This is an optimization exercise on Yosys and OpenROAD, whose aim is a short achievable clock period, not a production implementation. Where RTL was checked, it was by simulation tests only, not by an equivalence proof against the original. No functional check of the RTL was part of run 4. The clock cells of runs 3 and 4 come from the design's own scripts or RTL, not from TritonCTS. The flow treats the clock pin as an ideal source. Dropping or thinning the clock tree relies on that and would not hold on a real chip. Power figures rest on the tool's default switching activity, not on a simulated workload.

==> flow/flow/my_synth.tcl <==
# The standard flow's synthesis script (synth_recipe.tcl), with Yosys's abc pass given our own ABC
# script: SOP balancing before a delay-driven standard-cell map.
proc abc {args} {
  set i [lsearch -exact $args -script]
  if {$i >= 0} { lset args [expr {$i + 1}] $::env(MY_ABC_SCRIPT) }
  yosys abc {*}$args
}
source $::env(FLOW_SYNTH_TCL)
==> flow/design.v <==
module alu(OPA, OPB, CIN, INP_VALID, CLK, RST, CMD, CE, MODE, COUT, OFLOW, RES, G, E, L, ERR);
    input [7:0] OPA, OPB;
    input CLK, RST, CE, MODE, CIN;
    input [1:0] INP_VALID;
    input [3:0] CMD;
    output reg [15:0] RES;
    output reg COUT, OFLOW, G, E, L, ERR;
    wire vab = INP_VALID[0] & INP_VALID[1];
    wire va = INP_VALID[0];
    wire vb = INP_VALID[1];
    wire am = CE & MODE;
    wire lm = CE & ~MODE;
    wire d_add = am & vab & (CMD == 4'd0);
    wire d_sub = am & vab & (CMD == 4'd1);
    wire d_addc = am & vab & (CMD == 4'd2);
    wire d_subc = am & vab & (CMD == 4'd3);
    wire d_inca = am & va & (CMD == 4'd4);
    wire d_deca = am & va & (CMD == 4'd5);
    wire d_incb = am & vb & (CMD == 4'd6);
    wire d_decb = am & vb & (CMD == 4'd7);
    wire d_cmp = am & vab & (CMD == 4'd8);
    wire d_sadd = am & vab & (CMD == 4'd11);
    wire d_ssub = am & vab & (CMD == 4'd12);
    wire d_and = lm & vab & (CMD == 4'd0);
    wire d_nand = lm & vab & (CMD == 4'd1);
    wire d_or = lm & vab & (CMD == 4'd2);
    wire d_nor = lm & vab & (CMD == 4'd3);
    wire d_xor = lm & vab & (CMD == 4'd4);
    wire d_xnor = lm & vab & (CMD == 4'd5);
    wire d_nota = lm & va & (CMD == 4'd6);
    wire d_notb = lm & vb & (CMD == 4'd7);
    wire d_shra = lm & va & (CMD == 4'd8);
    wire d_shla = lm & va & (CMD == 4'd9);
    wire d_shrb = lm & vb & (CMD == 4'd10);
    wire d_shlb = lm & vb & (CMD == 4'd11);
    wire d_rol = lm & vab & (CMD == 4'd12);
    wire d_ror = lm & vab & (CMD == 4'd13);
    wire mul_en = am & vab & (CMD[3:2] == 2'b10) & (CMD[1] ^ CMD[0]);
    wire inc = CMD[0];
    wire [9:0] y = {2'b00, OPB};
    wire [9:0] x1 = inc ? {2'b00, OPA} : {1'b0, OPA, 1'b0};
    wire [9:0] x2 = inc ? {1'b0, OPA, 1'b1} : {OPA, 2'b00};
    wire b0_y0 = inc, b0_y1 = y[0], b0_y2 = y[1];
    wire one0 = b0_y1 ^ b0_y0;
    wire two0 = ((b0_y2 & ~b0_y1 & ~b0_y0) | (~b0_y2 & b0_y1 & b0_y0));
    wire neg0 = b0_y2 & ~(b0_y1 & b0_y0);
    wire pos0 = ~b0_y2 & (b0_y1 | b0_y0);
    wire [9:0] row0_d = (({10{one0}} & x1[9:0]) | ({10{two0}} & x2[9:0])) ^ {10{neg0}};
    wire cor0_d = inc ? pos0 : neg0;
    wire b1_y0 = y[1], b1_y1 = y[2], b1_y2 = y[3];
    wire one1 = b1_y1 ^ b1_y0;
    wire two1 = ((b1_y2 & ~b1_y1 & ~b1_y0) | (~b1_y2 & b1_y1 & b1_y0));
    wire neg1 = b1_y2 & ~(b1_y1 & b1_y0);
    wire pos1 = ~b1_y2 & (b1_y1 | b1_y0);
    wire [9:0] row1_d = (({10{one1}} & x1[9:0]) | ({10{two1}} & x2[9:0])) ^ {10{neg1}};
    wire cor1_d = inc ? pos1 : neg1;
    wire b2_y0 = y[3], b2_y1 = y[4], b2_y2 = y[5];
    wire one2 = b2_y1 ^ b2_y0;
    wire two2 = ((b2_y2 & ~b2_y1 & ~b2_y0) | (~b2_y2 & b2_y1 & b2_y0));
    wire neg2 = b2_y2 & ~(b2_y1 & b2_y0);
    wire pos2 = ~b2_y2 & (b2_y1 | b2_y0);
    wire [9:0] row2_d = (({10{one2}} & x1[9:0]) | ({10{two2}} & x2[9:0])) ^ {10{neg2}};
    wire cor2_d = inc ? pos2 : neg2;
    wire b3_y0 = y[5], b3_y1 = y[6], b3_y2 = y[7];
    wire one3 = b3_y1 ^ b3_y0;
    wire two3 = ((b3_y2 & ~b3_y1 & ~b3_y0) | (~b3_y2 & b3_y1 & b3_y0));
    wire neg3 = b3_y2 & ~(b3_y1 & b3_y0);
    wire pos3 = ~b3_y2 & (b3_y1 | b3_y0);
    wire [9:0] row3_d = (({10{one3}} & x1[9:0]) | ({10{two3}} & x2[9:0])) ^ {10{neg3}};
    wire cor3_d = inc ? pos3 : neg3;
    wire b4_y0 = y[7], b4_y1 = y[8], b4_y2 = y[9];
    wire one4 = b4_y1 ^ b4_y0;
    wire two4 = ((b4_y2 & ~b4_y1 & ~b4_y0) | (~b4_y2 & b4_y1 & b4_y0));
    wire neg4 = b4_y2 & ~(b4_y1 & b4_y0);
    wire pos4 = ~b4_y2 & (b4_y1 | b4_y0);
    wire [7:0] row4_d = (({8{one4}} & x1[7:0]) | ({8{two4}} & x2[7:0])) ^ {8{neg4}};
    wire cor4_d = inc ? pos4 : neg4;
    reg [9:0] row0_q;
    reg inv0_q, cor0_q;
    reg [9:0] row1_q;
    reg inv1_q, cor1_q;
    reg [9:0] row2_q;
    reg inv2_q, cor2_q;
    reg [9:0] row3_q;
    reg inv3_q, cor3_q;
    reg [7:0] row4_q;
    reg inv4_q, cor4_q;
    reg [7:0] a_q, b_q;
    reg cu_q, cv_q, bmax_cin_q, mul_q;
    reg q_add;
    reg q_sub;
    reg q_addc;
    reg q_subc;
    reg q_inca;
    reg q_deca;
    reg q_incb;
    reg q_decb;
    reg q_cmp;
    reg q_sadd;
    reg q_ssub;
    reg q_and;
    reg q_nand;
    reg q_or;
    reg q_nor;
    reg q_xor;
    reg q_xnor;
    reg q_nota;
    reg q_notb;
    reg q_shra;
    reg q_shla;
    reg q_shrb;
    reg q_shlb;
    reg q_rol;
    reg q_ror;
    always @(posedge CLK) begin
        row0_q <= row0_d;
        inv0_q <= neg0;
        cor0_q <= cor0_d;
        row1_q <= row1_d;
        inv1_q <= neg1;
        cor1_q <= cor1_d;
        row2_q <= row2_d;
        inv2_q <= neg2;
        cor2_q <= cor2_d;
        row3_q <= row3_d;
        inv3_q <= neg3;
        cor3_q <= cor3_d;
        row4_q <= row4_d;
        inv4_q <= neg4;
        cor4_q <= cor4_d;
        a_q <= OPA;
        b_q <= OPB;
        cu_q <= CIN & ~CMD[3] & CMD[1] & ~CMD[0];           
        cv_q <= ~(CIN & ~CMD[3] & CMD[1] & CMD[0]);   
        bmax_cin_q <= CIN & (&OPB);
        mul_q <= mul_en;
        q_add <= d_add;
        q_sub <= d_sub;
        q_addc <= d_addc;
        q_subc <= d_subc;
        q_inca <= d_inca;
        q_deca <= d_deca;
        q_incb <= d_incb;
        q_decb <= d_decb;
        q_cmp <= d_cmp;
        q_sadd <= d_sadd;
        q_ssub <= d_ssub;
        q_and <= d_and;
        q_nand <= d_nand;
        q_or <= d_or;
        q_nor <= d_nor;
        q_xor <= d_xor;
        q_xnor <= d_xnor;
        q_nota <= d_nota;
        q_notb <= d_notb;
        q_shra <= d_shra;
        q_shla <= d_shla;
        q_shrb <= d_shrb;
        q_shlb <= d_shlb;
        q_rol <= d_rol;
        q_ror <= d_ror;
    end
    wire u_g0 = a_q[0] & b_q[0];
    wire u_p0 = a_q[0] ^ b_q[0];
    wire u_g1 = a_q[1] & b_q[1];
    wire u_p1 = a_q[1] ^ b_q[1];
    wire u_g2 = a_q[2] & b_q[2];
    wire u_p2 = a_q[2] ^ b_q[2];
    wire u_g3 = a_q[3] & b_q[3];
    wire u_p3 = a_q[3] ^ b_q[3];
    wire u_g4 = a_q[4] & b_q[4];
    wire u_p4 = a_q[4] ^ b_q[4];
    wire u_g5 = a_q[5] & b_q[5];
    wire u_p5 = a_q[5] ^ b_q[5];
    wire u_g6 = a_q[6] & b_q[6];
    wire u_p6 = a_q[6] ^ b_q[6];
    wire u_g7 = a_q[7] & b_q[7];
    wire u_p7 = a_q[7] ^ b_q[7];
    wire u_G0c = u_g0 | (u_p0 & cu_q);
    wire u_G0_1 = u_g1 | (u_p1 & u_G0c);
    wire u_G0_2 = u_g2 | (u_p2 & u_g1);
    wire u_P0_2 = u_p2 & u_p1;
    wire u_G0_3 = u_g3 | (u_p3 & u_g2);
    wire u_P0_3 = u_p3 & u_p2;
    wire u_G0_4 = u_g4 | (u_p4 & u_g3);
    wire u_P0_4 = u_p4 & u_p3;
    wire u_G0_5 = u_g5 | (u_p5 & u_g4);
    wire u_P0_5 = u_p5 & u_p4;
    wire u_G0_6 = u_g6 | (u_p6 & u_g5);
    wire u_P0_6 = u_p6 & u_p5;
    wire u_G0_7 = u_g7 | (u_p7 & u_g6);
    wire u_P0_7 = u_p7 & u_p6;
    wire u_G1_2 = u_G0_2 | (u_P0_2 & u_G0c);
    wire u_G1_3 = u_G0_3 | (u_P0_3 & u_G0_1);
    wire u_G1_4 = u_G0_4 | (u_P0_4 & u_G0_2);
    wire u_P1_4 = u_P0_4 & u_P0_2;
    wire u_G1_5 = u_G0_5 | (u_P0_5 & u_G0_3);
    wire u_P1_5 = u_P0_5 & u_P0_3;
    wire u_G1_6 = u_G0_6 | (u_P0_6 & u_G0_4);
    wire u_P1_6 = u_P0_6 & u_P0_4;
    wire u_G1_7 = u_G0_7 | (u_P0_7 & u_G0_5);
    wire u_P1_7 = u_P0_7 & u_P0_5;
    wire u_G2_4 = u_G1_4 | (u_P1_4 & u_G0c);
    wire u_G2_5 = u_G1_5 | (u_P1_5 & u_G0_1);
    wire u_G2_6 = u_G1_6 | (u_P1_6 & u_G1_2);
    wire u_G2_7 = u_G1_7 | (u_P1_7 & u_G1_3);
    wire v_g0 = a_q[0] & ~b_q[0];
    wire v_p0 = a_q[0] ^ ~b_q[0];
    wire v_g1 = a_q[1] & ~b_q[1];
    wire v_p1 = a_q[1] ^ ~b_q[1];
    wire v_g2 = a_q[2] & ~b_q[2];
    wire v_p2 = a_q[2] ^ ~b_q[2];
    wire v_g3 = a_q[3] & ~b_q[3];
    wire v_p3 = a_q[3] ^ ~b_q[3];
    wire v_g4 = a_q[4] & ~b_q[4];
    wire v_p4 = a_q[4] ^ ~b_q[4];
    wire v_g5 = a_q[5] & ~b_q[5];
    wire v_p5 = a_q[5] ^ ~b_q[5];
    wire v_g6 = a_q[6] & ~b_q[6];
    wire v_p6 = a_q[6] ^ ~b_q[6];
    wire v_g7 = a_q[7] & ~b_q[7];
    wire v_p7 = a_q[7] ^ ~b_q[7];
    wire v_G0c = v_g0 | (v_p0 & cv_q);
    wire v_G0_1 = v_g1 | (v_p1 & v_G0c);
    wire v_G0_2 = v_g2 | (v_p2 & v_g1);
    wire v_P0_2 = v_p2 & v_p1;
    wire v_G0_3 = v_g3 | (v_p3 & v_g2);
    wire v_P0_3 = v_p3 & v_p2;
    wire v_G0_4 = v_g4 | (v_p4 & v_g3);
    wire v_P0_4 = v_p4 & v_p3;
    wire v_G0_5 = v_g5 | (v_p5 & v_g4);
    wire v_P0_5 = v_p5 & v_p4;
    wire v_G0_6 = v_g6 | (v_p6 & v_g5);
    wire v_P0_6 = v_p6 & v_p5;
    wire v_G0_7 = v_g7 | (v_p7 & v_g6);
    wire v_P0_7 = v_p7 & v_p6;
    wire v_G1_2 = v_G0_2 | (v_P0_2 & v_G0c);
    wire v_G1_3 = v_G0_3 | (v_P0_3 & v_G0_1);
    wire v_G1_4 = v_G0_4 | (v_P0_4 & v_G0_2);
    wire v_P1_4 = v_P0_4 & v_P0_2;
    wire v_G1_5 = v_G0_5 | (v_P0_5 & v_G0_3);
    wire v_P1_5 = v_P0_5 & v_P0_3;
    wire v_G1_6 = v_G0_6 | (v_P0_6 & v_G0_4);
    wire v_P1_6 = v_P0_6 & v_P0_4;
    wire v_G1_7 = v_G0_7 | (v_P0_7 & v_G0_5);
    wire v_P1_7 = v_P0_7 & v_P0_5;
    wire v_G2_4 = v_G1_4 | (v_P1_4 & v_G0c);
    wire v_G2_5 = v_G1_5 | (v_P1_5 & v_G0_1);
    wire v_G2_6 = v_G1_6 | (v_P1_6 & v_G1_2);
    wire v_G2_7 = v_G1_7 | (v_P1_7 & v_G1_3);
    wire [7:0] su = {(u_p7 ^ u_G2_6), (u_p6 ^ u_G2_5), (u_p5 ^ u_G2_4), (u_p4 ^ u_G1_3), (u_p3 ^ u_G1_2), (u_p2 ^ u_G0_1), (u_p1 ^ u_G0c), (u_p0 ^ cu_q)};
    wire cu8 = u_G2_7;
    wire [7:0] sv = {(v_p7 ^ v_G2_6), (v_p6 ^ v_G2_5), (v_p5 ^ v_G2_4), (v_p4 ^ v_G1_3), (v_p3 ^ v_G1_2), (v_p2 ^ v_G0_1), (v_p1 ^ v_G0c), (v_p0 ^ cv_q)};
    wire cv8 = v_G2_7;
    wire [7:0] ia = a_q + 8'd1;
    wire [7:0] da = a_q - 8'd1;
    wire [7:0] ib = b_q + 8'd1;
    wire [7:0] db = b_q - 8'd1;
    wire s8a = a_q[7] ^ b_q[7] ^ cu8;      
    wire s8s = a_q[7] ^ ~b_q[7] ^ cv8;     
    wire eq = (a_q == b_q);
    wire zsa = ~(|su) & ~s8a;
    wire zss = ~(|sv) & ~s8s;
    wire [15:0] rolv = {a_q, a_q} << b_q[2:0];
    wire [15:0] rorv = {a_q, a_q} >> b_q[2:0];
    wire berr = |b_q[7:3];
    wire [7:0] lo8 =
          ({8{q_add | q_addc | q_sadd}} & su)
        | ({8{q_sub | q_subc | q_ssub}} & sv)
        | ({8{q_inca}} & ia) | ({8{q_deca}} & da) | ({8{q_incb}} & ib) | ({8{q_decb}} & db)
        | ({8{q_and}} & (a_q & b_q)) | ({8{q_nand}} & ~(a_q & b_q))
        | ({8{q_or}} & (a_q | b_q)) | ({8{q_nor}} & ~(a_q | b_q))
        | ({8{q_xor}} & (a_q ^ b_q)) | ({8{q_xnor}} & ~(a_q ^ b_q))
        | ({8{q_nota}} & ~a_q) | ({8{q_notb}} & ~b_q)
        | ({8{q_shra}} & {1'b0, a_q[7:1]}) | ({8{q_shla}} & {a_q[6:0], 1'b0})
        | ({8{q_shrb}} & {1'b0, b_q[7:1]}) | ({8{q_shlb}} & {b_q[6:0], 1'b0})
        | ({8{q_rol & ~berr}} & rolv[15:8]) | ({8{q_ror & ~berr}} & rorv[7:0]);
    wire hi = (q_sadd & s8a) | (q_ssub & s8s);
    wire [15:0] other = {{8{hi}}, lo8};
    wire cout_d = ((q_add | q_addc) & cu8) | (q_sadd & s8a) | (q_ssub & s8s);
    wire oflow_d = (q_sub & ~cv8) | (q_subc & ~cv8 & ~bmax_cin_q)
        | (q_deca & (a_q == 8'd0)) | (q_decb & (b_q == 8'd0))
        | (q_sadd & (a_q[7] == b_q[7]) & (su[7] != a_q[7]))
        | (q_ssub & (a_q[7] != b_q[7]) & (sv[7] != a_q[7]));
    wire g_d = (q_cmp & cv8 & ~eq) | (q_sadd & ~s8a & ~zsa) | (q_ssub & ~s8s & ~zss);
    wire e_d = (q_cmp & eq) | (q_sadd & zsa) | (q_ssub & zss);
    wire l_d = (q_cmp & ~cv8) | (q_sadd & s8a) | (q_ssub & s8s);
    wire err_d = (q_rol | q_ror) & berr;
    wire t0s = row0_q[6] ^ row1_q[4];
    wire t0c = row0_q[6] & row1_q[4];
    wire t1s = row0_q[7] ^ row1_q[5];
    wire t1c = row0_q[7] & row1_q[5];
    wire t2s = row0_q[8] ^ row1_q[6] ^ row2_q[4];
    wire t2c = (row0_q[8] & row1_q[6]) | (row0_q[8] & row2_q[4]) | (row1_q[6] & row2_q[4]);
    wire t3s = row3_q[2] ^ row4_q[0];
    wire t3c = row3_q[2] & row4_q[0];
    wire t4s = row0_q[9] ^ row1_q[7] ^ row2_q[5];
    wire t4c = (row0_q[9] & row1_q[7]) | (row0_q[9] & row2_q[5]) | (row1_q[7] & row2_q[5]);
    wire t5s = row3_q[3] ^ row4_q[1];
    wire t5c = row3_q[3] & row4_q[1];
    wire t6s = inv0_q ^ row1_q[8] ^ row2_q[6];
    wire t6c = (inv0_q & row1_q[8]) | (inv0_q & row2_q[6]) | (row1_q[8] & row2_q[6]);
    wire t7s = row3_q[4] ^ row4_q[2];
    wire t7c = row3_q[4] & row4_q[2];
    wire t8s = inv0_q ^ row1_q[9] ^ row2_q[7];
    wire t8c = (inv0_q & row1_q[9]) | (inv0_q & row2_q[7]) | (row1_q[9] & row2_q[7]);
    wire t9s = row3_q[5] ^ row4_q[3];
    wire t9c = row3_q[5] & row4_q[3];
    wire t10s = inv0_q ^ inv1_q ^ row2_q[8];
    wire t10c = (inv0_q & inv1_q) | (inv0_q & row2_q[8]) | (inv1_q & row2_q[8]);
    wire t11s = row3_q[6] ^ row4_q[4];
    wire t11c = row3_q[6] & row4_q[4];
    wire t12s = inv0_q ^ inv1_q ^ row2_q[9];
    wire t12c = (inv0_q & inv1_q) | (inv0_q & row2_q[9]) | (inv1_q & row2_q[9]);
    wire t13s = row3_q[7] ^ row4_q[5];
    wire t13c = row3_q[7] & row4_q[5];
    wire t14s = inv0_q ^ inv1_q ^ inv2_q;
    wire t14c = (inv0_q & inv1_q) | (inv0_q & inv2_q) | (inv1_q & inv2_q);
    wire t15s = row3_q[8] ^ row4_q[6];
    wire t15c = row3_q[8] & row4_q[6];
    wire t16s = inv0_q ^ inv1_q ^ inv2_q;
    wire t16c = (inv0_q & inv1_q) | (inv0_q & inv2_q) | (inv1_q & inv2_q);
    wire t17s = row3_q[9] ^ row4_q[7];
    wire t17c = row3_q[9] & row4_q[7];
    wire t18s = row0_q[4] ^ row1_q[2];
    wire t18c = row0_q[4] & row1_q[2];
    wire t19s = row0_q[5] ^ row1_q[3];
    wire t19c = row0_q[5] & row1_q[3];
    wire t20s = t0s ^ row2_q[2] ^ row3_q[0];
    wire t20c = (t0s & row2_q[2]) | (t0s & row3_q[0]) | (row2_q[2] & row3_q[0]);
    wire t21s = t0c ^ t1s ^ row2_q[3];
    wire t21c = (t0c & t1s) | (t0c & row2_q[3]) | (t1s & row2_q[3]);
    wire t22s = t1c ^ t2s ^ t3s;
    wire t22c = (t1c & t2s) | (t1c & t3s) | (t2s & t3s);
    wire t23s = t2c ^ t3c ^ t4s;
    wire t23c = (t2c & t3c) | (t2c & t4s) | (t3c & t4s);
    wire t24s = t4c ^ t5c ^ t6s;
    wire t24c = (t4c & t5c) | (t4c & t6s) | (t5c & t6s);
    wire t25s = t6c ^ t7c ^ t8s;
    wire t25c = (t6c & t7c) | (t6c & t8s) | (t7c & t8s);
    wire t26s = t8c ^ t9c ^ t10s;
    wire t26c = (t8c & t9c) | (t8c & t10s) | (t9c & t10s);
    wire t27s = t10c ^ t11c ^ t12s;
    wire t27c = (t10c & t11c) | (t10c & t12s) | (t11c & t12s);
    wire t28s = t12c ^ t13c ^ t14s;
    wire t28c = (t12c & t13c) | (t12c & t14s) | (t13c & t14s);
    wire t29s = t14c ^ t15c ^ t16s;
    wire t29c = (t14c & t15c) | (t14c & t16s) | (t15c & t16s);
    wire t30s = row0_q[2] ^ row1_q[0];
    wire t30c = row0_q[2] & row1_q[0];
    wire t31s = row0_q[3] ^ row1_q[1];
    wire t31c = row0_q[3] & row1_q[1];
    wire t32s = t18s ^ row2_q[0] ^ cor2_q;
    wire t32c = (t18s & row2_q[0]) | (t18s & cor2_q) | (row2_q[0] & cor2_q);
    wire t33s = t18c ^ t19s ^ row2_q[1];
    wire t33c = (t18c & t19s) | (t18c & row2_q[1]) | (t19s & row2_q[1]);
    wire t34s = t19c ^ t20s ^ cor3_q;
    wire t34c = (t19c & t20s) | (t19c & cor3_q) | (t20s & cor3_q);
    wire t35s = t20c ^ t21s ^ row3_q[1];
    wire t35c = (t20c & t21s) | (t20c & row3_q[1]) | (t21s & row3_q[1]);
    wire t36s = t21c ^ t22s ^ cor4_q;
    wire t36c = (t21c & t22s) | (t21c & cor4_q) | (t22s & cor4_q);
    wire t37s = t22c ^ t23s ^ t5s;
    wire t37c = (t22c & t23s) | (t22c & t5s) | (t23s & t5s);
    wire t38s = t23c ^ t24s ^ t7s;
    wire t38c = (t23c & t24s) | (t23c & t7s) | (t24s & t7s);
    wire t39s = t24c ^ t25s ^ t9s;
    wire t39c = (t24c & t25s) | (t24c & t9s) | (t25s & t9s);
    wire t40s = t25c ^ t26s ^ t11s;
    wire t40c = (t25c & t26s) | (t25c & t11s) | (t26s & t11s);
    wire t41s = t26c ^ t27s ^ t13s;
    wire t41c = (t26c & t27s) | (t26c & t13s) | (t27s & t13s);
    wire t42s = t27c ^ t28s ^ t15s;
    wire t42c = (t27c & t28s) | (t27c & t15s) | (t28s & t15s);
    wire t43s = t28c ^ t29s ^ t17s;
    wire t43c = (t28c & t29s) | (t28c & t17s) | (t29s & t17s);
    wire f_g0 = row0_q[0] & cor0_q & mul_q;
    wire f_p0 = (row0_q[0] ^ cor0_q) & mul_q;
    wire f_g1 = row0_q[1] & 1'b0 & mul_q;
    wire f_p1 = (row0_q[1] ^ 1'b0) & mul_q;
    wire f_g2 = t30s & cor1_q & mul_q;
    wire f_p2 = (t30s ^ cor1_q) & mul_q;
    wire f_g3 = t30c & t31s & mul_q;
    wire f_p3 = (t30c ^ t31s) & mul_q;
    wire f_g4 = t31c & t32s & mul_q;
    wire f_p4 = (t31c ^ t32s) & mul_q;
    wire f_g5 = t32c & t33s & mul_q;
    wire f_p5 = (t32c ^ t33s) & mul_q;
    wire f_g6 = t33c & t34s & mul_q;
    wire f_p6 = (t33c ^ t34s) & mul_q;
    wire f_g7 = t34c & t35s & mul_q;
    wire f_p7 = (t34c ^ t35s) & mul_q;
    wire f_g8 = t35c & t36s & mul_q;
    wire f_p8 = (t35c ^ t36s) & mul_q;
    wire f_g9 = t36c & t37s & mul_q;
    wire f_p9 = (t36c ^ t37s) & mul_q;
    wire f_g10 = t37c & t38s & mul_q;
    wire f_p10 = (t37c ^ t38s) & mul_q;
    wire f_g11 = t38c & t39s & mul_q;
    wire f_p11 = (t38c ^ t39s) & mul_q;
    wire f_g12 = t39c & t40s & mul_q;
    wire f_p12 = (t39c ^ t40s) & mul_q;
    wire f_g13 = t40c & t41s & mul_q;
    wire f_p13 = (t40c ^ t41s) & mul_q;
    wire f_g14 = t41c & t42s & mul_q;
    wire f_p14 = (t41c ^ t42s) & mul_q;
    wire f_g15 = t42c & t43s & mul_q;
    wire f_p15 = (t42c ^ t43s) & mul_q;
    wire f_G0_1 = f_g1 | (f_p1 & f_g0);
    wire f_G0_2 = f_g2 | (f_p2 & f_g1);
    wire f_P0_2 = f_p2 & f_p1;
    wire f_G0_3 = f_g3 | (f_p3 & f_g2);
    wire f_P0_3 = f_p3 & f_p2;
    wire f_G0_4 = f_g4 | (f_p4 & f_g3);
    wire f_P0_4 = f_p4 & f_p3;
    wire f_G0_5 = f_g5 | (f_p5 & f_g4);
    wire f_P0_5 = f_p5 & f_p4;
    wire f_G0_6 = f_g6 | (f_p6 & f_g5);
    wire f_P0_6 = f_p6 & f_p5;
    wire f_G0_7 = f_g7 | (f_p7 & f_g6);
    wire f_P0_7 = f_p7 & f_p6;
    wire f_G0_8 = f_g8 | (f_p8 & f_g7);
    wire f_P0_8 = f_p8 & f_p7;
    wire f_G0_9 = f_g9 | (f_p9 & f_g8);
    wire f_P0_9 = f_p9 & f_p8;
    wire f_G0_10 = f_g10 | (f_p10 & f_g9);
    wire f_P0_10 = f_p10 & f_p9;
    wire f_G0_11 = f_g11 | (f_p11 & f_g10);
    wire f_P0_11 = f_p11 & f_p10;
    wire f_G0_12 = f_g12 | (f_p12 & f_g11);
    wire f_P0_12 = f_p12 & f_p11;
    wire f_G0_13 = f_g13 | (f_p13 & f_g12);
    wire f_P0_13 = f_p13 & f_p12;
    wire f_G0_14 = f_g14 | (f_p14 & f_g13);
    wire f_P0_14 = f_p14 & f_p13;
    wire f_G0_15 = f_g15 | (f_p15 & f_g14);
    wire f_P0_15 = f_p15 & f_p14;
    wire f_G1_2 = f_G0_2 | (f_P0_2 & f_g0);
    wire f_G1_3 = f_G0_3 | (f_P0_3 & f_G0_1);
    wire f_G1_4 = f_G0_4 | (f_P0_4 & f_G0_2);
    wire f_P1_4 = f_P0_4 & f_P0_2;
    wire f_G1_5 = f_G0_5 | (f_P0_5 & f_G0_3);
    wire f_P1_5 = f_P0_5 & f_P0_3;
    wire f_G1_6 = f_G0_6 | (f_P0_6 & f_G0_4);
    wire f_P1_6 = f_P0_6 & f_P0_4;
    wire f_G1_7 = f_G0_7 | (f_P0_7 & f_G0_5);
    wire f_P1_7 = f_P0_7 & f_P0_5;
    wire f_G1_8 = f_G0_8 | (f_P0_8 & f_G0_6);
    wire f_P1_8 = f_P0_8 & f_P0_6;
    wire f_G1_9 = f_G0_9 | (f_P0_9 & f_G0_7);
    wire f_P1_9 = f_P0_9 & f_P0_7;
    wire f_G1_10 = f_G0_10 | (f_P0_10 & f_G0_8);
    wire f_P1_10 = f_P0_10 & f_P0_8;
    wire f_G1_11 = f_G0_11 | (f_P0_11 & f_G0_9);
    wire f_P1_11 = f_P0_11 & f_P0_9;
    wire f_G1_12 = f_G0_12 | (f_P0_12 & f_G0_10);
    wire f_P1_12 = f_P0_12 & f_P0_10;
    wire f_G1_13 = f_G0_13 | (f_P0_13 & f_G0_11);
    wire f_P1_13 = f_P0_13 & f_P0_11;
    wire f_G1_14 = f_G0_14 | (f_P0_14 & f_G0_12);
    wire f_P1_14 = f_P0_14 & f_P0_12;
    wire f_G1_15 = f_G0_15 | (f_P0_15 & f_G0_13);
    wire f_P1_15 = f_P0_15 & f_P0_13;
    wire f_G2_4 = f_G1_4 | (f_P1_4 & f_g0);
    wire f_G2_5 = f_G1_5 | (f_P1_5 & f_G0_1);
    wire f_G2_6 = f_G1_6 | (f_P1_6 & f_G1_2);
    wire f_G2_7 = f_G1_7 | (f_P1_7 & f_G1_3);
    wire f_G2_8 = f_G1_8 | (f_P1_8 & f_G1_4);
    wire f_P2_8 = f_P1_8 & f_P1_4;
    wire f_G2_9 = f_G1_9 | (f_P1_9 & f_G1_5);
    wire f_P2_9 = f_P1_9 & f_P1_5;
    wire f_G2_10 = f_G1_10 | (f_P1_10 & f_G1_6);
    wire f_P2_10 = f_P1_10 & f_P1_6;
    wire f_G2_11 = f_G1_11 | (f_P1_11 & f_G1_7);
    wire f_P2_11 = f_P1_11 & f_P1_7;
    wire f_G2_12 = f_G1_12 | (f_P1_12 & f_G1_8);
    wire f_P2_12 = f_P1_12 & f_P1_8;
    wire f_G2_13 = f_G1_13 | (f_P1_13 & f_G1_9);
    wire f_P2_13 = f_P1_13 & f_P1_9;
    wire f_G2_14 = f_G1_14 | (f_P1_14 & f_G1_10);
    wire f_P2_14 = f_P1_14 & f_P1_10;
    wire f_G2_15 = f_G1_15 | (f_P1_15 & f_G1_11);
    wire f_P2_15 = f_P1_15 & f_P1_11;
    wire f_G3_8 = f_G2_8 | (f_P2_8 & f_g0);
    wire f_G3_9 = f_G2_9 | (f_P2_9 & f_G0_1);
    wire f_G3_10 = f_G2_10 | (f_P2_10 & f_G1_2);
    wire f_G3_11 = f_G2_11 | (f_P2_11 & f_G1_3);
    wire f_G3_12 = f_G2_12 | (f_P2_12 & f_G2_4);
    wire f_G3_13 = f_G2_13 | (f_P2_13 & f_G2_5);
    wire f_G3_14 = f_G2_14 | (f_P2_14 & f_G2_6);
    wire f_G3_15 = f_G2_15 | (f_P2_15 & f_G2_7);
    wire [15:0] res_d = {((f_p15 | other[15]) ^ f_G3_14), ((f_p14 | other[14]) ^ f_G3_13), ((f_p13 | other[13]) ^ f_G3_12), ((f_p12 | other[12]) ^ f_G3_11), ((f_p11 | other[11]) ^ f_G3_10), ((f_p10 | other[10]) ^ f_G3_9), ((f_p9 | other[9]) ^ f_G3_8), ((f_p8 | other[8]) ^ f_G2_7), ((f_p7 | other[7]) ^ f_G2_6), ((f_p6 | other[6]) ^ f_G2_5), ((f_p5 | other[5]) ^ f_G2_4), ((f_p4 | other[4]) ^ f_G1_3), ((f_p3 | other[3]) ^ f_G1_2), ((f_p2 | other[2]) ^ f_G0_1), ((f_p1 | other[1]) ^ f_g0), ((f_p0 | other[0]) ^ 1'b0)};
    always @(posedge CLK or posedge RST) begin
        if (RST) begin
            RES <= 16'd0;
            COUT <= 1'b0; OFLOW <= 1'b0; G <= 1'b0; E <= 1'b0; L <= 1'b0; ERR <= 1'b0;
        end
        else begin
            RES <= res_d;
            COUT <= cout_d; OFLOW <= oflow_d; G <= g_d; E <= e_d; L <= l_d; ERR <= err_d;
        end
    end
endmodule
==> flow/flow/run.sh <==
#!/bin/bash
# Standard ORFS flow (the standard.sh) with: the standard flow's synthesis script wrapped so that
# ABC uses flow/abc_speed.script, no full-adder cell extraction, and repair_timing aiming
# well below the 8 ns constraint.
W=$(pwd)
export MY_ABC_SCRIPT=$W/flow/abc_speed.script
export FLOW_SYNTH_TCL=$W/synth_recipe.tcl
bash standard.sh SYNTH_SCRIPT=$W/flow/my_synth.tcl ADDER_MAP_FILE= ABC_CLOCK_PERIOD_IN_PS=1000 \
  SETUP_SLACK_MARGIN=5.6 finish > flow_make.log 2>&1
==> flow/flow/abc_speed.script <==
strash
&get -n
&st
&if -g -K 6
&syn2
&if -g -K 6
&put
dch -f
map {D}
buffer
upsize {D}
dnsize {D}
stime -p
==> flow/standard.sh <==
#!/bin/bash
# synth_recipe.tcl (not shown) runs the flow's synth.tcl, then flattens the netlist and writes it again
# the make line also repeats each setting of config.mk as NAME=value (left out here)
make -C /OpenROAD-flow-scripts/flow DESIGN_CONFIG=/design/flow/config.mk WORK_HOME=/design/flow/orfs CLKGATE_MAP_FILE= SYNTH_SCRIPT=/design/flow/synth_recipe.tcl "${@:-finish}"
==> flow/config.mk <==
export PLATFORM = sky130hd
export DESIGN_NAME = alu
export DESIGN_NICKNAME = alu
export VERILOG_FILES = /design/flow/design.v
export SDC_FILE = /design/flow/constraint.sdc
export NUM_CORES = 4
export LEC_CHECK = 0
export CAP_MARGIN = 20
export CORE_MARGIN = 2
export CORE_UTILIZATION = 40
export SLEW_MARGIN = 20
==> flow/constraint.sdc <==
create_clock -name core_clock -period 8.0 [get_ports {CLK}]
set_input_delay 1.6000 -clock core_clock [delete_from_list [all_inputs] [get_ports {CLK}]]
set_output_delay 1.6000 -clock core_clock [all_outputs]
set_load 0.01 [all_outputs]
==> out/qor.txt, run 1 <==
Seq/Total Area, Yosys -> 0.2574
Worst-Skew Late Latency -> 0.42 ns
CTS tree -> built
HPWL after detailed placement -> 28.68 mm
Main combinational cell family by area after synthesis -> simple AND/OR/NAND/NOR gates
Hold Crit Class -> reg2reg
Vias in the first global route -> 10.67k
P_leak -> 5.528 nW
Clock Skew -> 0.01419 ns
Clock buffers created by TritonCTS -> 17
Sum Neg Setup Slack -> 0 ns
Final hold violation count -> 0
DR iter-0 viols -> 1252
CP cell instances -> buf_2
Max-slew headroom -> 0.3660
Share of the synthesized area in the top cell type -> 0.2023
Final net count -> 1711
Most numerous cell in the Yosys netlist -> nand2_1
Area grow syn2layout -> 30.67%
CP endpoint kind -> output pin
Synth Area in Adders -> 0
Max-Cap Viols -> 0
Input/output buffers -> 48
Gr usage total -> 0.2835
Yosys cell types -> 80
DP Worst Slack -> 4.096 ns
Post-synth ARST share -> 0.1789
Post-synthesis compound-gate area fraction -> 0.2749
Post-DR vias/cell -> 5.897
Top_reg_cell synth -> dfxtp_1
Final Wtd Congestion -> 0.9944
# hold bufs at CTS -> 0
Syn Inst Count -> 1572
Post-route cell area -> 13060 um^2
CP max FO -> 1
Pwr dens -> 178.5 nW/um^2
Fmax -> 396.9 MHz
Post-Synthesis Cell Area -> 9996 um^2
Cell Area, Placed -> 10870 um^2
Post-DR wirelength/cell -> 19.11 um
Final worst path period share -> 0.3150
Post-synth top cells -> nand2_1 (304), nor2_1 (199), inv_1 (150), nand3_1 (136), o21ai_0 (105)
Slew @ Worst Pin -> 0.9452 ns
Initial Util -> 0.4086
Setup crit start kind -> flip-flop
Capturing point of the worst reg2reg path -> RES[13]
Slowest CP cell -> dfrtp_1
Worst reg2reg setup slack -> 5.60 ns
CP top delay family -> flip-flops
Hold_ws -> 0.4903 ns
Status -> no timing/DRC/antenna violations
Worst-path clk slew -> 0.07 ns
Post-Synth Simple-Gate Area -> 0.3544
Area leader, netlist -> dfxtp_1
Share of cells above drive strength 1 -> 0.2475
FP Rows -> 57
Hold Path End -> ERR
DRT Pass-1 Iters -> 7
Mux cell area share after synthesis -> 0.001001
Antenna cells -> 0
Critical path arrival -> 0.92 ns
Filler instances -> 2463
Post-Synth XOR/XNOR Area -> 0.02891
Max clock buf depth -> 2
CTS H-tree lvls -> 4
CTS Sinks -> 123
Max Transition Viols Final -> 0
YS warnings -> 1
RSZ-0062 raised after global routing -> true
Die width -> 162.1 um
Initial antenna violation count -> 0
Final worst slack -> 5.480 ns
Pin count of the biggest net entering global routing -> 37
Post-synth EDFFs -> 0
DR vias -> 11.92k
Post-Syn Area per Cell -> 6.359 um^2
Die Footprint -> 26270 um^2
Worst reg2reg path startpoint -> b_q[0]
Worst VDD drop -> 118.5 uV
CP required -> 6.40 ns
First-pass GRT wire length -> 58.66 mm
Number of cells on the worst reg-to-reg path -> 14
Die Y -> 162.1 um
Top post-synthesis cells by area -> dfxtp_1 (20%), nand2_1 (11%), nor2_1 (7.5%)
Clock root cell -> clkbuf_16
Core box area -> 24460 um^2
Tmin final -> 2.520 ns
Worst Min Path Start -> q_ror
Final wirelength -> 38.63 mm
Critical path's largest stage delay -> 0.37 ns
Hold Crit Depth -> 2
# IOs -> 49
#FFs+latches synth -> 123
Setup CP Type -> reg2out
Post-DRT Antenna Nets -> 0
Bufs and invs on worst path -> 1
Syn_nets -> 1599
Endpoints failing setup -> 0
Total grt overflow -> 0
DRC viols -> 0
## stage by stage
stage | util | total power, W | cells
finish | 0.5339 | 0.002331 | 2021
detailed placement | 0.4444 | 0.001381 | 1906
global route | 0.5339 | 0.002454 | 2021
CTS | 0.4910 | 0.002234 | 1966
floorplan | - | 0.001212 | 1572
global placement | 0.4444 | 0.001375 | 1906
## worst max path at each step
stage	startpoint	endpoint	slack, ns	cells after the start
floorplan	OPB[5]	row3_q[2]	5.25	10
global placement	CMD[0]	row3_q[2]	4.14	9
detailed placement	CMD[0]	row3_q[2]	4.10	9
CTS	CMD[0]	row3_q[2]	5.46	9
global route	row1_q[9]	RES[14]	5.42	11
finish	OFLOW	OFLOW	5.48	1
## power breakdown
part	leakage [nW]	internal, W	switching, W
registers	1.14	0.000656	0.0000570
logic	4.08	0.000286	0.000508
clock network	0.304	0.000502	0.000322
total	5.53	0.00144	0.000887
## kinds of logic after synthesis
| family | after synthesis |
|---|---|
| AOI/OAI and AO/OA | 419 |
| xor gates and xnor gates | 33 |
| buffers and inverters | 205 |
| DFF | 123 |
| muxes | 1 |
| and+or+nand+nor | 791 |
## cell usage in the layout, fill, tap and decap left out, types with 20 or more instances in the layout
master | synthesis | routed
nor2_4 | 1 | 29
nand3_1 | 136 | 128
dfrtp_1 | 22 | 22
nor2_1 | 199 | 150
buf_2 | 12 | 22
o21ai_0 | 105 | 93
clkbuf_16 | 0 | 20
inv_2 | 10 | 25
buf_4 | 2 | 71
dfxtp_1 | 101 | 74
inv_1 | 150 | 116
o22ai_1 | 40 | 35
nor2_2 | 6 | 27
nand4_1 | 66 | 66
a21oi_1 | 100 | 89
nand2_1 | 304 | 291
## metal layers
| layer | track usage | part of all wire | up-vias |
|---|---|---|---|
| li1 | - | - | 5809 |
| met2 | 0.4296 | 0.43 | 533 |
| met3 | 0.04699 | 0.079 | 85 |
| met5 | 0 | 0 | - |
| met4 | 0.1046 | 0.034 | 0 |
| met1 | 0.4041 | 0.45 | 5490 |
## sequential cells by signal, summed over array words and instances (netlist names), 8 cells and up
signal  count
RES        16
row2_q     10
row3_q     10
a_q         8
row4_q      8
b_q         8
row0_q     10
row1_q     10
## final cells by class
cell class              count  area (um^2)  area share
clock inverters            15        198.9     0.01523
well taps                 324        405.4     0.03104
clock buffers              17        425.4     0.03257
repair buffers            134         1209     0.09254
multi-input cells        1244         7481      0.5728
repair inverters            2        10.01   0.0007664
inverters                 162        693.2     0.05307
flip-flops and latches    123         2639      0.2020
## repair_timing
item,in CTS,in global routing
pin swaps,23,38
buffers inserted,25,52
gates cloned,3,3
gates resized for setup,254,171
endpoints found under the setup margin,125,90
==> run 2: changes to the inputs <==
--- a/flow/flow/run.sh
+++ b/flow/flow/run.sh
@@ -8,2 +8,2 @@
 bash standard.sh SYNTH_SCRIPT=$W/flow/my_synth.tcl ADDER_MAP_FILE= ABC_CLOCK_PERIOD_IN_PS=1000 \
-  SETUP_SLACK_MARGIN=5.6 finish > flow_make.log 2>&1
+  SETUP_SLACK_MARGIN=5.6 GPL_TIMING_DRIVEN=1 finish > flow_make.log 2>&1
==> run 2 against run 1 <==
Combinational power hardly changed. Largest cell class unchanged. Area after synthesis stayed put. Power stayed put. First-iteration DRC count stayed put. Highest routed layer unchanged. Critical path type unchanged. Cell area is the same. Clock skew stayed put. Synthesized cell count stayed put.
==> out/qor.txt, run 2 <==
#FFs+latches synth -> 123
Post-synth EDFFs -> 0
Register share of total power -> 0.306
CTS Sinks -> 123
Die Footprint -> 26270 um^2
Net Sw Frac -> 0.3805
Setup CP Type -> reg2out
Final worst slack -> 5.480 ns
Hold Crit Depth -> 2
Worst-path clk slew -> 0.07 ns
Post-synth ARST share -> 0.1789
CTS H-tree lvls -> 4
Max Transition Viols Final -> 0
DRC viols -> 0
Share of the synthesized area in the top cell type -> 0.2023
HPWL after detailed placement -> 28.68 mm
Initial antenna violation count -> 0
Bufs and invs on worst path -> 1
DP Worst Slack -> 4.096 ns
Setup crit start kind -> flip-flop
Slew @ Worst Pin -> 0.9452 ns
Initial Util -> 0.4086
FP Rows -> 57
CP Depth -> 1
Clock root cell -> clkbuf_16
CP top delay family -> flip-flops
Post-Syn Area per Cell -> 6.359 um^2
Syn Inst Count -> 1572
Post-DR vias/cell -> 5.897
Hold Crit Class -> reg2reg
DP Cell Count -> 1906
Share of cells above drive strength 1 -> 0.2475
DR iter-0 viols -> 1252
Clock Skew -> 0.01419 ns
Most frequent cells in the layout -> nand2_1 (291), nor2_1 (150), nand3_1 (128), inv_1 (116), o21ai_0 (93)
CTS tree -> built
Non-Filler Instances -> 2021
P_leak -> 5.528 nW
YS warnings -> 1
Vias in the first global route -> 10.67k
Sum Neg Setup Slack -> 0 ns
CP max FO -> 1
Area leader, netlist -> dfxtp_1
Final worst path period share -> 0.3150
DR vias -> 11.92k
Combinational share of power -> 0.341
Syn_nets -> 1599
Seq/Total Area, Yosys -> 0.2574
Max-Cap Viols -> 0
Status -> no timing/DRC/antenna violations
Net Sw Power -> 0.0008869 W
Die Y -> 162.1 um
CP required -> 6.40 ns
Fmax -> 396.9 MHz
Post-DR wirelength/cell -> 19.11 um
Final wirelength -> 38.63 mm
Most common cell after layout, fill and taps aside -> nand2_1
Input/output buffers -> 48
Top_reg_cell synth -> dfxtp_1
Slowest CP cell -> dfrtp_1
Endpoints failing setup -> 0
Yosys cell types -> 80
Max clock buf depth -> 2
Area grow syn2layout -> 30.67%
Total grt overflow -> 0
Overall power -> 0.002331 W
Clock group share of total power -> 0.354
RSZ-0062 raised after global routing -> true
Post-synth top cells -> nand2_1 (304), nor2_1 (199), inv_1 (150), nand3_1 (136), o21ai_0 (105)
Post-Synthesis Cell Area -> 9996 um^2
Final hold violation count -> 0
Pint -> 0.001444 W
Final Wtd Congestion -> 0.9944
Critical path arrival -> 0.92 ns
CP cell instances -> buf_2
Post-DRT Antenna Nets -> 0
Gr usage total -> 0.2835
Core box area -> 24460 um^2
Max-slew headroom -> 0.3660
Antenna cells -> 0
Die width -> 162.1 um
Register with the most flip-flops -> RES
Hold_ws -> 0.4903 ns
Clock buffers created by TritonCTS -> 17
Max FFs per register -> 16
CP endpoint kind -> output pin
Number of cells on the worst reg-to-reg path -> 14
Worst VDD drop -> 118.5 uV
Worst-Skew Late Latency -> 0.42 ns
# IOs -> 49
DRT Pass-1 Iters -> 7
Most numerous cell in the Yosys netlist -> nand2_1
Final net count -> 1711
Critical path's largest stage delay -> 0.37 ns
Pin count of the biggest net entering global routing -> 37
Pwr dens -> 178.5 nW/um^2
Top post-synthesis cells by area -> dfxtp_1 (20%), nand2_1 (11%), nor2_1 (7.5%)
First-pass GRT wire length -> 58.66 mm
Tmin final -> 2.520 ns
[run 2: worst paths after layout]
kind | start | slack [ns] | endpoint
max | OFLOW | 5.48 | OFLOW
min | q_ror | 0.49 | ERR
max reg2reg | b_q[0] | 5.60 | RES[13]
min reg2reg | q_ror | 0.49 | ERR
max in group asynchronous | RST | 5.97 | RES[6]
min in group asynchronous | RST | 1.59 | RES[0]
[run 2: power groups by stage]
stage / combinational (W) / sequential [W] / clock (W)
after floorplan: 0.000515 / 0.000697 / 0
after global placement: 0.000653 / 0.000722 / 0
after detailed placement: 0.000658 / 0.000722 / 0
after CTS: 0.000690 / 0.000710 / 0.000833
after global routing: 0.000877 / 0.000717 / 0.000860
final: 0.000794 / 0.000713 / 0.000824
[run 2: what timing repair did]
item                                    CTS  global route
pin swaps                                23            38
resized for setup                       254           171
hold buffers                              0             0
setup buffers                            25            52
endpoints found under the setup margin  125            90
cloned                                    3             3
[run 2: layout make-up]
cell class                 count  area, um^2
fill                        2463       11400
multi-input combinational   1244        7481
sequential                   123        2639
timing repair buffer         134        1209
inverter                     162       693.2
clock buffer                  17       425.4
tap                          324       405.4
clock inverter                15       198.9
timing repair inverter         2       10.01
[run 2: logic make-up after synthesis]
family                 share of synthesized area
buffers and inverters                    0.08349
AO/OA/AOI/OAI                             0.2749
flip-flops                                0.2574
multiplexers                            0.001001
AND/OR/NAND/NOR                           0.3544
XOR/XNOR                                 0.02892
[run 2: stage by stage]
step | utilization | instance area (um^2)
after CTS | 0.4910 | 12010
after global routing | 0.5339 | 13060
after detailed placement | 0.4444 | 10870
after floorplan | - | 10240
final | 0.5339 | 13060
after global placement | 0.4444 | 10870
[run 2: metal layers]
metal / share of wire / global-route usage / wire [um] / vias up
li1: - / - / - / 5809
met1: 0.45 / 0.4041 / 17560 / 5490
met2: 0.43 / 0.4296 / 16710 / 533
met3: 0.079 / 0.04699 / 3054 / 85
met4: 0.034 / 0.1046 / 1299 / 0
met5: 0 / 0 / 0 / -
==> run 3: changes to the inputs <==
==> flow/flow/run.sh (replaced) <==
#!/bin/bash
# Standard ORFS flow (the standard.sh) with:
#  - the standard flow's synthesis script wrapped so that ABC uses flow/abc_speed.script, and no
#    full-adder cell extraction;
#  - a one-level clock tree (flow/manual_cts.tcl) in place of TritonCTS;
#  - repair_timing aiming well below the 8 ns constraint.
W=$(pwd)
export MY_FLOW_DIR=$W/flow
export MY_ABC_SCRIPT=$W/flow/abc_speed.script
export FLOW_SYNTH_TCL=$W/synth_recipe.tcl
bash standard.sh SYNTH_SCRIPT=$W/flow/my_synth.tcl ADDER_MAP_FILE= ABC_CLOCK_PERIOD_IN_PS=1000 \
  PRE_CTS_TCL=$W/flow/pre_cts.tcl SETUP_SLACK_MARGIN=${MY_MARGIN:-5.8} ${MY_EXTRA:-} finish > flow_make.log 2>&1
==> flow/flow/manual_cts.tcl (new file) <==
# One-level clock tree: the clock port drives NBUF clkbuf_16 buffers, each driving the
# flip-flops of one placement region (balanced split by x, then by y).
proc mcts_split {items key} {
  # items: list of {iterm x y}; returns two halves sorted by key index
  set s [lsort -real -index $key $items]
  set n [llength $s]
  set h [expr {$n / 2}]
  return [list [lrange $s 0 [expr {$h - 1}]] [lrange $s $h end]]
}
proc manual_cts {args} {
  set nbuf [expr {[info exists ::env(MCTS_NBUF)] ? $::env(MCTS_NBUF) : 4}]
  set bufm [expr {[info exists ::env(MCTS_BUF)] ? $::env(MCTS_BUF) : "sky130_fd_sc_hd__clkbuf_16"}]
  set block [ord::get_db_block]
  set clknet [[$block findBTerm CLK] getNet]
  set items {}
  foreach it [$clknet getITerms] {
    set b [[$it getInst] getBBox]
    lappend items [list $it [expr {([$b xMin] + [$b xMax]) / 2}] [expr {([$b yMin] + [$b yMax]) / 2}]]
  }
  puts "manual_cts: [llength $items] sinks, $nbuf buffers"
  set groups [list $items]
  # split until nbuf groups: alternate x / y
  set key 1
  while {[llength $groups] < $nbuf} {
    set ng {}
    foreach g $groups { lappend ng {*}[mcts_split $g $key] }
    set groups $ng
    set key [expr {$key == 1 ? 2 : 1}]
  }
  set master [[ord::get_db] findMaster $bufm]
  set k 0
  foreach g $groups {
    set sx 0; set sy 0
    foreach e $g { set sx [expr {$sx + [lindex $e 1]}]; set sy [expr {$sy + [lindex $e 2]}] }
    set cx [expr {int($sx / [llength $g])}]; set cy [expr {int($sy / [llength $g])}]
    set inst [odb::dbInst_create $block $master "clkbuf_m_$k"]
    set net [odb::dbNet_create $block "clknet_m_$k"]
    $net setSigType CLOCK
    [$inst findITerm A] connect $clknet
    [$inst findITerm X] connect $net
    foreach e $g { set it [lindex $e 0]; $it disconnect; $it connect $net }
    $inst setLocation $cx $cy
    $inst setPlacementStatus PLACED
    puts "manual_cts: buffer $k at ($cx, $cy) drives [llength $g] sinks"
    incr k
  }
}
==> flow/flow/pre_cts.tcl (new file) <==
# Replace TritonCTS by a one-level clock tree (see manual_cts.tcl): the rest of ORFS's
# CTS step (legalization, timing repair) runs unchanged.
source $::env(MY_FLOW_DIR)/manual_cts.tcl
rename clock_tree_synthesis tritoncts_clock_tree_synthesis
proc clock_tree_synthesis {args} { manual_cts }
==> run 3 against run 2 <==
First-iteration DRC count increased by 4.8%. Highest routed layer unchanged. Core utilization grew 8.2 points. Die area unchanged. Flip-flop and latch count unchanged. Sequential share of layout area decreased by 2.6 points. Maximum frequency down 8.2%. Largest power group is now combinational logic. Sequential power about the same. Synthesized cell count unchanged.
==> out/qor.txt, run 3 <==
Register with the most flip-flops -> RES
Syn_nets -> 1599
Setup crit start -> CMD[0]
Sum Neg Setup Slack -> 0 ns
Max-Cap Viols -> 0
CP required -> 8.09 ns
DR iter-0 viols -> 1312
Worst-path clk slew -> 0.12 ns
Critical path's largest stage delay -> 0.22 ns
Final net count -> 1830
P_leak -> 6.244 nW
Post-Synth Simple-Gate Area -> 0.3544
First-pass GRT wire length -> 64.74 mm
Yosys cell types -> 80
Die width -> 162.1 um
Input/output buffers -> 48
DP Worst Slack -> 4.220 ns
CP max FO -> 10
Crit-path most repeated cell -> buf_8
YS warnings -> 1
Total grt overflow -> 0
Final hold violation count -> 0
Clock Skew -> 0.01834 ns
Pwr dens -> 130.2 nW/um^2
Critical path arrival -> 2.83 ns
Tmin final -> 2.743 ns
Final Wtd Congestion -> 1.002
RSZ-0062 raised after global routing -> true
# hold bufs at CTS -> 0
Max Transition Viols Final -> 0
Initial antenna violation count -> 1
Slowest CP cell -> o21ai_4
Synth Area in Adders -> 0
Post-synth ARST share -> 0.1789
Share of the synthesized area in the top cell type -> 0.2023
DR vias -> 12.91k
Final wirelength -> 43.85 mm
Seq/Total Area, Yosys -> 0.2574
Pin count of the biggest net entering global routing -> 32
Initial Util -> 0.4086
HPWL after detailed placement -> 29.04 mm
Worst Setup EP -> row0_q[5]
Endpoints failing setup -> 0
Capturing point of the worst reg2reg path -> RES[13]
Worst Min Path Start -> q_ror
Post-Synthesis Cell Area -> 9996 um^2
Max FFs per register -> 16
Worst VDD drop -> 131.0 uV
Status -> no timing/DRC/antenna violations
Worst reg2reg setup slack -> 5.55 ns
Most frequent cells in the layout -> nand2_1 (256), buf_4 (144), nor2_1 (111), nand3_1 (107), inv_1 (103)
Slew @ Worst Pin -> 0.6325 ns
Post-synthesis compound-gate area fraction -> 0.2749
Post-Synth XOR/XNOR Area -> 0.02891
FP Rows -> 57
Post-Syn Area per Cell -> 6.359 um^2
Worst reg2reg path startpoint -> inv0_q
CP endpoint kind -> flip-flop
Die Y -> 162.1 um
Die Footprint -> 26270 um^2
Setup crit start kind -> primary input
Overall power -> 0.001962 W
Top_reg_cell synth -> dfxtp_1
Gr usage total -> 0.3098
Core box area -> 24460 um^2
Area leader, netlist -> dfxtp_1
Vias in the first global route -> 11.50k
Mux cell area share after synthesis -> 0.001001
Share of cells above drive strength 1 -> 0.3937
DRC viols -> 0
# IOs -> 49
Post-synth EDFFs -> 0
Area grow syn2layout -> 50.82%
CP cell instances -> buf_8, buf_12, buf_8, o21ai_4, clkinv_4, buf_4, nand2_1, nand3_1, o211ai_1
Final worst path period share -> 0.3429
DRT Pass-1 Iters -> 5
Post-DRT Antenna Nets -> 0
Final worst slack -> 5.257 ns
Setup CP Type -> in2reg
Top post-synthesis cells by area -> dfxtp_1 (20%), nand2_1 (11%), nor2_1 (7.5%)
Post-synth top cells -> nand2_1 (304), nor2_1 (199), inv_1 (150), nand3_1 (136), o21ai_0 (105)
Most common cell after layout, fill and taps aside -> nand2_1
Main combinational cell family by area after synthesis -> simple AND/OR/NAND/NOR gates
Fmax -> 364.5 MHz
Post-DR wirelength/cell -> 20.62 um
Hold_ws -> 0.4576 ns
Worst-Skew Late Latency -> 0.18 ns
Syn Inst Count -> 1572
#FFs+latches synth -> 123
Max-slew headroom -> 0.5767
Number of cells on the worst reg-to-reg path -> 13
Most numerous cell in the Yosys netlist -> nand2_1
Post-DR vias/cell -> 6.073
Hold Crit Class -> reg2reg
## run 3: cell counts after synthesis
Identical to the previous run, type by type.
## run 3: cell type report
class	instances	area [um^2]
flip-flops and latches	123	2660
plain buffers	4	100.1
diodes	1	2.502
repair inverters	4	27.53
well taps	324	405.4
repair buffers	264	2671
multi-input cells	1244	8447
fillers	2161	9387
inverters	162	762.0
## run 3: routing by layer
metal / global-route usage / wire (um) / up-vias
met5: 0 / 0 / -
met4: 0.1030 / 2003 / 0
met3: 0.04392 / 3978 / 133
met2: 0.4793 / 19150 / 678
met1: 0.4429 / 18720 / 6081
li1: - / - / 6019
## run 3: critical path, delay by kind of cell
| kind | cells | cell delay [ns] |
|---|---|---|
| simple gates | 2 | 0.17 |
| buf+inv | 5 | 0.69 |
| compound gates | 2 | 0.35 |
## run 3: stage by stage
step	instances	instance area, um^2	utilization
3_5_place_dp	1906	11020	0.4506
2_1_floorplan	1572	10470	-
4_1_cts	2054	13750	0.5620
3_3_place_gp	1906	11020	0.4506
6_report	2126	15080	0.6163
5_1_grt	2125	15070	0.6162
## run 3: kinds of logic after synthesis
| kind of cell | count (synthesis) |
|---|---|
| and+or+nand+nor | 791 |
| DFF | 123 |
| buffers and inverters | 205 |
| AOI/OAI and AO/OA | 419 |
| muxes | 1 |
| xor gates and xnor gates | 33 |
## run 3: where the power goes
group	switching (W)	internal [W]	leakage [nW]
Sequential	0.0000586	0.000655	1.15
Combinational	0.000602	0.000389	5.05
Clock	0.000164	0.0000937	0.0493
## run 3: how the worst min path moves through the flow
stage          end  slack [ns]  cells after the start
6_report       ERR        0.46                      2
4_1_cts        ERR        0.44                      2
2_1_floorplan  ERR        0.42                      2
3_5_place_dp   ERR        0.44                      2
3_3_place_gp   ERR        0.43                      2
5_1_grt        ERR        0.50                      2
## run 3: what timing repair did
action | in CTS | in global routing
buffers inserted | 132 | 71
setup endpoints to repair | 166 | 126
pin swaps | 111 | 92
resized for setup | 493 | 268
cloned | 12 | 0
==> run 4: changes to the inputs <==
--- a/flow/design.v
+++ b/flow/design.v
@@ -43,36 +43,36 @@
     wire b0_y0 = inc, b0_y1 = y[0], b0_y2 = y[1];
-    wire one0 = b0_y1 ^ b0_y0;
-    wire two0 = ((b0_y2 & ~b0_y1 & ~b0_y0) | (~b0_y2 & b0_y1 & b0_y0));
-    wire neg0 = b0_y2 & ~(b0_y1 & b0_y0);
+    wire one0 = b0_y1 ^ b0_y0;               
+    wire e0 = b0_y2 ^ b0_y1;                 
     wire pos0 = ~b0_y2 & (b0_y1 | b0_y0);
-    wire [9:0] row0_d = (({10{one0}} & x1[9:0]) | ({10{two0}} & x2[9:0])) ^ {10{neg0}};
-    wire cor0_d = inc ? pos0 : neg0;
+    wire zm0 = b0_y2 & b0_y1 & b0_y0;
+    wire [9:0] row0_d = {10{b0_y2}} ^ (one0 ? x1[9:0] : ({10{e0}} & x2[9:0]));
+    wire cor0_d = inc ? (pos0 | zm0) : b0_y2;
     wire b1_y0 = y[1], b1_y1 = y[2], b1_y2 = y[3];
-    wire one1 = b1_y1 ^ b1_y0;
-    wire two1 = ((b1_y2 & ~b1_y1 & ~b1_y0) | (~b1_y2 & b1_y1 & b1_y0));
-    wire neg1 = b1_y2 & ~(b1_y1 & b1_y0);
+    wire one1 = b1_y1 ^ b1_y0;               
+    wire e1 = b1_y2 ^ b1_y1;                 
     wire pos1 = ~b1_y2 & (b1_y1 | b1_y0);
-    wire [9:0] row1_d = (({10{one1}} & x1[9:0]) | ({10{two1}} & x2[9:0])) ^ {10{neg1}};
-    wire cor1_d = inc ? pos1 : neg1;
+    wire zm1 = b1_y2 & b1_y1 & b1_y0;
+    wire [9:0] row1_d = {10{b1_y2}} ^ (one1 ? x1[9:0] : ({10{e1}} & x2[9:0]));
+    wire cor1_d = inc ? (pos1 | zm1) : b1_y2;
     wire b2_y0 = y[3], b2_y1 = y[4], b2_y2 = y[5];
-    wire one2 = b2_y1 ^ b2_y0;
-    wire two2 = ((b2_y2 & ~b2_y1 & ~b2_y0) | (~b2_y2 & b2_y1 & b2_y0));
-    wire neg2 = b2_y2 & ~(b2_y1 & b2_y0);
+    wire one2 = b2_y1 ^ b2_y0;               
+    wire e2 = b2_y2 ^ b2_y1;                 
     wire pos2 = ~b2_y2 & (b2_y1 | b2_y0);
-    wire [9:0] row2_d = (({10{one2}} & x1[9:0]) | ({10{two2}} & x2[9:0])) ^ {10{neg2}};
-    wire cor2_d = inc ? pos2 : neg2;
+    wire zm2 = b2_y2 & b2_y1 & b2_y0;
+    wire [9:0] row2_d = {10{b2_y2}} ^ (one2 ? x1[9:0] : ({10{e2}} & x2[9:0]));
+    wire cor2_d = inc ? (pos2 | zm2) : b2_y2;
     wire b3_y0 = y[5], b3_y1 = y[6], b3_y2 = y[7];
-    wire one3 = b3_y1 ^ b3_y0;
-    wire two3 = ((b3_y2 & ~b3_y1 & ~b3_y0) | (~b3_y2 & b3_y1 & b3_y0));
-    wire neg3 = b3_y2 & ~(b3_y1 & b3_y0);
+    wire one3 = b3_y1 ^ b3_y0;               
+    wire e3 = b3_y2 ^ b3_y1;                 
     wire pos3 = ~b3_y2 & (b3_y1 | b3_y0);
-    wire [9:0] row3_d = (({10{one3}} & x1[9:0]) | ({10{two3}} & x2[9:0])) ^ {10{neg3}};
-    wire cor3_d = inc ? pos3 : neg3;
+    wire zm3 = b3_y2 & b3_y1 & b3_y0;
+    wire [9:0] row3_d = {10{b3_y2}} ^ (one3 ? x1[9:0] : ({10{e3}} & x2[9:0]));
+    wire cor3_d = inc ? (pos3 | zm3) : b3_y2;
     wire b4_y0 = y[7], b4_y1 = y[8], b4_y2 = y[9];
-    wire one4 = b4_y1 ^ b4_y0;
-    wire two4 = ((b4_y2 & ~b4_y1 & ~b4_y0) | (~b4_y2 & b4_y1 & b4_y0));
-    wire neg4 = b4_y2 & ~(b4_y1 & b4_y0);
+    wire one4 = b4_y1 ^ b4_y0;               
+    wire e4 = b4_y2 ^ b4_y1;                 
     wire pos4 = ~b4_y2 & (b4_y1 | b4_y0);
-    wire [7:0] row4_d = (({8{one4}} & x1[7:0]) | ({8{two4}} & x2[7:0])) ^ {8{neg4}};
-    wire cor4_d = inc ? pos4 : neg4;
+    wire zm4 = b4_y2 & b4_y1 & b4_y0;
+    wire [7:0] row4_d = {8{b4_y2}} ^ (one4 ? x1[7:0] : ({8{e4}} & x2[7:0]));
+    wire cor4_d = inc ? (pos4 | zm4) : b4_y2;
     reg [9:0] row0_q;
@@ -116,15 +116,15 @@
         row0_q <= row0_d;
-        inv0_q <= neg0;
+        inv0_q <= b0_y2;
         cor0_q <= cor0_d;
         row1_q <= row1_d;
-        inv1_q <= neg1;
+        inv1_q <= b1_y2;
         cor1_q <= cor1_d;
         row2_q <= row2_d;
-        inv2_q <= neg2;
+        inv2_q <= b2_y2;
         cor2_q <= cor2_d;
         row3_q <= row3_d;
-        inv3_q <= neg3;
+        inv3_q <= b3_y2;
         cor3_q <= cor3_d;
         row4_q <= row4_d;
-        inv4_q <= neg4;
+        inv4_q <= b4_y2;
         cor4_q <= cor4_d;
==> run 4 against run 3 <==
Cell area rose by 0.55%. Highest routed layer unchanged. Power rose by 3.5%. Sequential share of layout area fell by 0.61 points. Final cell count fell by 0.85%. Still clean on timing, DRC and antenna. Core utilization fell by 0.91 points. Global-route usage rose by 0.093 points. Synthesized cell count fell by 0.25%. Worst hold slack improved by 0.060 ns. Sequential power fell by 0.8%.
==> out/qor.txt, run 4 <==
Status -> no timing/DRC/antenna violations
Syn_nets -> 1595
Cell Area, Placed -> 10960 um^2
Vias in the first global route -> 11.81k
#FFs+latches synth -> 120
Post-synth top cells -> nand2_1 (328), nor2_1 (163), nand3_1 (150), inv_1 (141), o21ai_0 (99)
Post-DR vias/cell -> 6.206
Most frequent cells in the layout -> nand2_1 (272), buf_4 (127), nand3_1 (113), inv_1 (90), nor2_1 (82)
Post-Syn Area per Cell -> 6.418 um^2
Core box area -> 24960 um^2
Yosys cell types -> 76
P_leak -> 6.216 nW
Final net count -> 1807
RSZ-0062 raised after global routing -> true
CP max FO -> 7
Die Y -> 162.6 um
Die width -> 162.6 um
Clock Skew -> 0.02098 ns
Area leader, netlist -> dfxtp_1
Top post-synthesis cells by area -> dfxtp_1 (19%), nand2_1 (12%), nand3_1 (7.5%)
Seq/Total Area, Yosys -> 0.2497
Share of cells above drive strength 1 -> 0.4134
FP Rows -> 58
Critical path arrival -> 2.89 ns
Post-DR wirelength/cell -> 21.21 um
Post-synthesis compound-gate area fraction -> 0.2513
Max layer used -> met4
Final Wtd Congestion -> 1.040
Number of cells on the worst reg-to-reg path -> 16
Antenna cells -> 0
Slew @ Worst Pin -> 0.5307 ns
Post-Synth Simple-Gate Area -> 0.3826
DRT Pass-1 Iters -> 8
CP required -> 8.13 ns
DR vias -> 13.08k
Filler instances -> 2161
Register with the most flip-flops -> RES
Worst-path clk slew -> 0.13 ns
Routed wl met3 -> 4.646 mm
Hold_ws -> 0.5172 ns
Worst VDD drop -> 114.4 uV
# IOs -> 49
Top_reg_cell synth -> dfxtp_1
Hold Crit Depth -> 2
Die Footprint -> 26440 um^2
Most common cell after layout, fill and taps aside -> nand2_1
Final hold violation count -> 0
DRC viols -> 0
Initial Util -> 0.4031
Endpoints failing setup -> 0
Post-Synth XOR/XNOR Area -> 0.02959
Fmax -> 362.0 MHz
Max-Cap Viols -> 0
Worst Min Path Start -> q_cmp
Post-DRT Antenna Nets -> 0
Setup crit start kind -> primary input
Worst reg2reg setup slack -> 5.55 ns
Post-synth EDFFs -> 0
Initial antenna violation count -> 0
Post-Synthesis Cell Area -> 10060 um^2
Capturing point of the worst reg2reg path -> RES[13]
DR iter-0 viols -> 1271
Final worst path period share -> 0.3453
YS warnings -> 1
Post-synth ARST share -> 0.1833
Total grt overflow -> 0
Met2 WL -> 19.61 mm
Final wirelength -> 44.72 mm
Pwr dens -> 134.0 nW/um^2
HPWL after detailed placement -> 28.88 mm
Tmin final -> 2.762 ns
CP endpoint kind -> flip-flop
Sum Neg Setup Slack -> 0 ns
First-pass GRT wire length -> 65.38 mm
Share of the synthesized area in the top cell type -> 0.1950
Max-slew headroom -> 0.6429
Max Transition Viols Final -> 0
Worst reg2reg path startpoint -> b_q[1]
Worst-Skew Late Latency -> 0.18 ns
Gr usage total -> 0.3108
Syn Inst Count -> 1568
Max FFs per register -> 16
Overall power -> 0.002032 W
Input/output buffers -> 48
Hold Crit Class -> reg2reg
M1 WL -> 18.56 mm
Synth Area in Adders -> 0
Post-route cell area -> 15160 um^2
Main combinational cell family by area after synthesis -> simple AND/OR/NAND/NOR gates
Hold Path End -> G
Pin count of the biggest net entering global routing -> 31
Area grow syn2layout -> 50.63%
Setup CP Type -> in2reg
Mux cell area share after synthesis -> 0.002984
Most numerous cell in the Yosys netlist -> nand2_1
## run 4: area by class of cell
class / instances / area, um^2 / share of cell area
timing repair buffer: 247 / 2475 / 0.1633
multi-input combinational: 1246 / 8785 / 0.5795
tap: 330 / 412.9 / 0.02724
sequential: 120 / 2582 / 0.1704
timing repair inverter: 8 / 63.81 / 0.004210
buffer: 4 / 100.1 / 0.006603
inverter: 153 / 739.5 / 0.04878
## run 4: critical path: stages
cell and delay (ns):
buf_8 0.08, buf_12 0.14, inv_8 0.07, o21ai_4 0.26, clkinvlp_4 0.32, buf_6 0.21, buf_12 0.11, nor2_4 0.09
## run 4: how the worst max path moves through the flow
stage / to / cells past startpoint / start
after global routing: row0_q[3] / 9 / CMD[0]
after global placement: row1_q[5] / 8 / OPB[1]
after detailed placement: row2_q[6] / 8 / OPB[3]
final: row4_q[3] / 8 / CMD[0]
after floorplan: row2_q[5] / 8 / CMD[0]
after CTS: row0_q[2] / 7 / CMD[0]
## run 4: kinds of logic (layout without fill, tap and decap cells)
logic type,count (synthesis),after routing
AO/OA/AOI/OAI,383,384
XOR/XNOR,34,34
buffers and inverters,203,412
flip-flops,120,120
multiplexers,3,3
AND/OR/NAND/NOR,825,825
## run 4: what timing repair did
action	in CTS	in global routing
buffers inserted	131	55
hold buffers	0	0
resized for setup	588	266
pin swaps	113	123
gates cloned	15	0
endpoints found under the hold margin	0	0
endpoints found under the setup margin	160	119
## run 4: power by group
group / switching (W) / internal [W] / leakage (nW)
Sequential: 0.0000650 / 0.000643 / 1.12
Combinational: 0.000650 / 0.000418 / 5.05
Clock: 0.000163 / 0.0000937 / 0.0493
Total: 0.000878 / 0.00115 / 6.22
## run 4: metal layers
layer | global-route usage | up-vias
met2 | 0.4882 | 763
met4 | 0.1086 | 0
li1 | - | 5987
met1 | 0.4385 | 6165
met5 | 0 | -
met3 | 0.03947 | 167
## run 4: per-stage QoR
stage                     utilization  cells  worst slack (ns)
after floorplan                     -   1568             5.441
after global placement         0.4392   1903             4.306
after detailed placement       0.4392   1903             4.273
after CTS                      0.5564   2053             5.215
after global routing           0.6072   2108             5.229
final                          0.6072   2108             5.238

-- separate check: timing with driven ports --
Ports are ideal in the flow. The routed layouts listed here were re-timed in OpenROAD. Step 1 sets driving cells, clkbuf_16 on the clock port and buf_2 on the other inputs (assumed; they add their load-dependent delay and slew). Step 2 times the ports against the registers' clock, not the clock port: input delays grow and output delays shrink by t, the midpoint of the rising clock arrivals with the driver on. Slacks: no drivers / after step 1 / after step 2; pairs: no drivers / after step 1.
run | shift t [ns] | setup slack, ns
run 1 | 0.460 | 5.480 / 5.432 / 5.141
run 2 | 0.460 | 5.480 / 5.432 / 5.141
run 3 | 0.272 | 5.257 / 5.305 / 5.032
run 4 | 0.273 | 5.238 / 5.287 / 5.014
After both steps every run listed still meets setup and hold.
